This is an optimization exercise on Yosys and OpenROAD, whose aim is small area, a short achievable clock period and few clock cycles per item, not a production implementation. In this exercise RTL edits were held to simulation tests only and were not proved equivalent to the original.

Design keccak, start of the top module:
module keccak(clk, reset, in, in_ready, is_last, byte_num, buffer_full, out, out_ready);
    input              clk, reset;
    input      [63:0]  in;
    input              in_ready, is_last;
    input      [2:0]   byte_num;
    output             buffer_full;
    output     [511:0] out;
    output             out_ready;
    wire       [63:0]  lane;
    wire       [8:0]   sel, gv;
    wire               pad_now, gp, run, hold;
    wire       [575:0] buf_q;
    wire       [4:0]   rnd;
    wire      [1599:0] state;
    padder
      padder_ (clk, reset, in, in_ready, is_last, byte_num, buffer_full,
               lane, sel, pad_now, buf_q, gv, gp, rnd, run, hold, out_ready);
    f_permutation
      f_permutation_ (clk, lane, sel, pad_now, buf_q, gv, gp, rnd, run, hold, state);
    genvar w, b;
    generate
      for (w = 0; w < 8; w = w + 1) begin : L0
        for (b = 0; b < 8; b = b + 1) begin : L1
          assign out[511 - 64*w - 8*b -: 8] = state[64*w + 8*b +: 8];
        end
      end
    endgenerate
endmodule
Size: ~14,000 cells after synthesis, about 2,200 flip-flops, about 590 I/O pins.
Settings: LEC_CHECK=0, ABC_CLOCK_PERIOD_IN_PS=4000, CAP_MARGIN=30, CORE_MARGIN=2, CORE_UTILIZATION=30, CTS_CLUSTER_DIAMETER=100, CTS_CLUSTER_SIZE=24, GPL_ROUTABILITY_DRIVEN=1, GPL_TIMING_DRIVEN=1, PLACE_DENSITY=0.45, SETUP_SLACK_MARGIN=5, SLEW_MARGIN=40; clock period 9.0 ns.
standard.sh (not shown) runs the stock make flow with config.mk's settings and CLKGATE_MAP_FILE= SYNTH_SCRIPT=/design/flow/synth_recipe.tcl, a recipe that flattens the netlist after the stock synthesis.
==> flow/flow/run.sh <==
#!/bin/bash
# The standard flow (the standard.sh make command and settings) with
# three changes: the 3-input XOR/XNOR cells are not used (two 2-input ones
# are smaller and as fast), the port buffers are buf_4 cells rather than the
# default pick, and timing repair may change a cell's footprint.
set -euo pipefail
PDU=$(sed -n '/export DONT_USE_CELLS += /,/^#/p' "$FLOW_HOME/platforms/sky130hd/config.mk" | grep -o 'sky130_fd_sc_hd__[A-Za-z0-9_]*' | tr '\n' ' ')
X3="sky130_fd_sc_hd__xnor3_1 sky130_fd_sc_hd__xnor3_2 sky130_fd_sc_hd__xnor3_4 sky130_fd_sc_hd__xor3_1 sky130_fd_sc_hd__xor3_2 sky130_fd_sc_hd__xor3_4"
sed -e "s#\"\\\${@:-finish}\"#'DONT_USE_CELLS=$PDU $X3' MATCH_CELL_FOOTPRINT=0 'BUFFER_PORTS_ARGS=-buffer_cell sky130_fd_sc_hd__buf_4' \"\${@:-finish}\"#" \
    standard.sh > layout.sh
grep -q 'MATCH_CELL_FOOTPRINT=0' layout.sh
bash layout.sh finish > layout.log 2>&1
test -s out/final.def
Testbench counts at the start, summed over its fixed seeds: cycles 22,651, messages 320.
Then changed:
- CORE_UTILIZATION: 30 -> 25
- PLACE_DENSITY: 0.45 -> 0.35
Outcome: The new run went through all stages and came out clean; fmax rose by a few percent; final area is higher slightly; core utilization drops by 5.9 points; die area rises by about a fifth; via count decreases by a few percent; non-clock buffer count fell by 47; setup slack is better by 0.097 ns; worst hold slack barely changes; global-route usage drops by 8.3 points; clock skew increases by 0.027 ns.
Then changed:
==> flow/flow/run.sh (replaced) <==
#!/bin/bash
# The standard layout, with two changes: the port buffers are buf_4 cells
# rather than the default pick, and timing repair may change a cell's
# footprint (so it can resize the port buffers too).
set -euo pipefail
bash standard.sh synth > synth.log 2>&1
sed -e 's#"\${@:-finish}"#MATCH_CELL_FOOTPRINT=0 "BUFFER_PORTS_ARGS=-buffer_cell sky130_fd_sc_hd__buf_4" "${@:-finish}"#' \
    standard.sh > layout.sh
grep -q 'MATCH_CELL_FOOTPRINT=0' layout.sh
bash layout.sh finish > layout.log 2>&1
test -s out/final.def
- CTS_CLUSTER_SIZE: 24 -> 30
The changed run produced a clean layout.
Sequential share of layout area goes down by 1.9 points.
Setup slack improved by 0.061 ns.
Fmax goes up by 1.5%.
Routed wire length goes up by 11%.
Synthesized area goes up by 16%.
Count of clock-buffer cells in the layout stays the same.
First-iteration DRC count goes up by 12%.
Die area goes up by 16%.
Via count goes up by 5.8%.
Then changed:
==> flow/flow/run.sh (replaced) <==
#!/bin/bash
# The standard flow (the standard.sh make command and settings) with
# three changes: the 3-input XOR/XNOR cells are not used (two 2-input ones
# are smaller and as fast), the port buffers are buf_4 cells rather than the
# default pick, and timing repair may change a cell's footprint.
set -euo pipefail
PDU=$(sed -n '/export DONT_USE_CELLS += /,/^#/p' "$FLOW_HOME/platforms/sky130hd/config.mk" | grep -o 'sky130_fd_sc_hd__[A-Za-z0-9_]*' | tr '\n' ' ')
X3="sky130_fd_sc_hd__xnor3_1 sky130_fd_sc_hd__xnor3_2 sky130_fd_sc_hd__xnor3_4 sky130_fd_sc_hd__xor3_1 sky130_fd_sc_hd__xor3_2 sky130_fd_sc_hd__xor3_4"
sed -e "s#\"\\\${@:-finish}\"#'DONT_USE_CELLS=$PDU $X3' MATCH_CELL_FOOTPRINT=0 'BUFFER_PORTS_ARGS=-buffer_cell sky130_fd_sc_hd__buf_4' \"\${@:-finish}\"#" \
    standard.sh > layout.sh
grep -q 'MATCH_CELL_FOOTPRINT=0' layout.sh
bash layout.sh finish > layout.log 2>&1
test -s out/final.def
- CTS_CLUSTER_DIAMETER: 100 -> 80
- CTS_CLUSTER_SIZE: 30 -> 20
=> Now the flow finished with capacitance limit, slew limit left. Flip-flop and latch count does not change. Global-route usage goes up by 1.2 points. Sequential share of layout area climbs by 1.5 points. Hold slack gets worse by 0.0059 ns. Die area goes down by 13%. Design area decreases by 5.4%. Worst setup slack got worse by 0.16 ns. Register-to-register slack degrades by 0.38 ns.


job 101:
keccak again, from the RTL that the note above started with.
Settings: LEC_CHECK=0, ABC_CLOCK_PERIOD_IN_PS=4000, CAP_MARGIN=20, CORE_MARGIN=2, CORE_UTILIZATION=25, CTS_CLUSTER_DIAMETER=100, CTS_CLUSTER_SIZE=24, GPL_ROUTABILITY_DRIVEN=1, GPL_TIMING_DRIVEN=1, PLACE_DENSITY=0.35, SETUP_SLACK_MARGIN=5, SLEW_MARGIN=25; clock period 9.0 ns.
==> flow/flow/run.sh <==
#!/bin/bash
# The standard flow (the standard.sh make command and settings) with
# three changes: the 3-input XOR/XNOR cells are not used (two 2-input ones
# are smaller and as fast), the port buffers are buf_4 cells rather than the
# default pick, and timing repair may change a cell's footprint.
set -euo pipefail
PDU=$(sed -n '/export DONT_USE_CELLS += /,/^#/p' "$FLOW_HOME/platforms/sky130hd/config.mk" | grep -o 'sky130_fd_sc_hd__[A-Za-z0-9_]*' | tr '\n' ' ')
X3="sky130_fd_sc_hd__xnor3_1 sky130_fd_sc_hd__xnor3_2 sky130_fd_sc_hd__xnor3_4 sky130_fd_sc_hd__xor3_1 sky130_fd_sc_hd__xor3_2 sky130_fd_sc_hd__xor3_4"
sed -e "s#\"\\\${@:-finish}\"#'DONT_USE_CELLS=$PDU $X3' MATCH_CELL_FOOTPRINT=0 'BUFFER_PORTS_ARGS=-buffer_cell sky130_fd_sc_hd__buf_4' \"\${@:-finish}\"#" \
    standard.sh > layout.sh
grep -q 'MATCH_CELL_FOOTPRINT=0' layout.sh
bash layout.sh finish > layout.log 2>&1
test -s out/final.def
Testbench counts of job 101, summed over its fixed seeds: cycles 22,651, messages 320.
For job 102, these inputs were changed with respect to job 101:
==> flow/config.mk <==
export PLATFORM = sky130hd
export DESIGN_NAME = keccak
export DESIGN_NICKNAME = keccak
export VERILOG_FILES = /design/flow/design.v
export SDC_FILE = /design/flow/constraint.sdc
export NUM_CORES = 4
export LEC_CHECK = 0
export ABC_CLOCK_PERIOD_IN_PS = 4000
export CAP_MARGIN = 30
export CORE_MARGIN = 2
export CORE_UTILIZATION = 25
export GPL_ROUTABILITY_DRIVEN = 1
export GPL_TIMING_DRIVEN = 1
export PLACE_DENSITY = 0.35
export SETUP_SLACK_MARGIN = 5
export SLEW_MARGIN = 40
Notes after the runs:
Job 102: full flow OK, the timing, DRC and antenna checks passed. Endpoint arrival time on the critical path for job 102 is lower than for job 101. [compare] base=job 101 new=job 102: number of standard cells after synthesis held, post-synthesis to final-layout area growth moved up, latest clock arrival within the worst-skew pair has increased. Comparing job 101 with job 102, the wire length reported by the detailed router came out essentially unchanged. Looking at final worst-path setup slack, job 102 sits above job 101. Taking job 101 as the reference, in job 102 count of cells along the worst register-to-register path picked up an extra 1; final worst clock skew went down by 0.024 ns.

## what the ideal ports hide
The results above use ideal ports. As a check the final layouts listed here were re-extracted and re-timed, cells and wires unchanged. Step 1 sets driving cells, clkbuf_16 on the clock port and buf_2 on the other inputs (assumed; they add their load-dependent delay and slew). Step 2 times the ports against the registers' clock, not the clock port: input delays grow and output delays shrink by t, the midpoint of the rising clock arrivals with the driver on. Three values: ideal ports, drivers, drivers and shift; two values: the first two.
run | shift t [ns] | setup WS [ns] | latest minus earliest clock arrival (ns) | worst register clock-pin slew, ns | worst data-port slew with drivers (ns)
the first run of note 1 | 1.112 | 4.855 / 4.855 / 4.099 | 0.063 / 0.063 | 0.12 / 0.12 | 0.15
the second run of note 1 | 1.139 | 4.952 / 4.924 / 4.005 | 0.098 / 0.098 | 0.12 / 0.12 | 0.09
the third run of note 1 | 1.159 | 5.013 / 4.863 / 4.095 | 0.085 / 0.086 | 0.12 / 0.12 | 0.11
the fourth run of note 1 | 1.145 | 4.850 / 4.850 / 4.001 | 0.065 / 0.065 | 0.10 / 0.10 | 0.09
job 101 | 1.135 | 4.799 / 4.799 / 4.049 | 0.087 / 0.087 | 0.12 / 0.12 | 0.09
job 102 | 1.168 | 4.927 / 4.927 / 3.998 | 0.073 / 0.073 | 0.07 / 0.07 | 0.09
The setup slack of the second run of note 1, which loses most, moves by -0.028 ns with the drivers and by -0.947 ns with both steps.
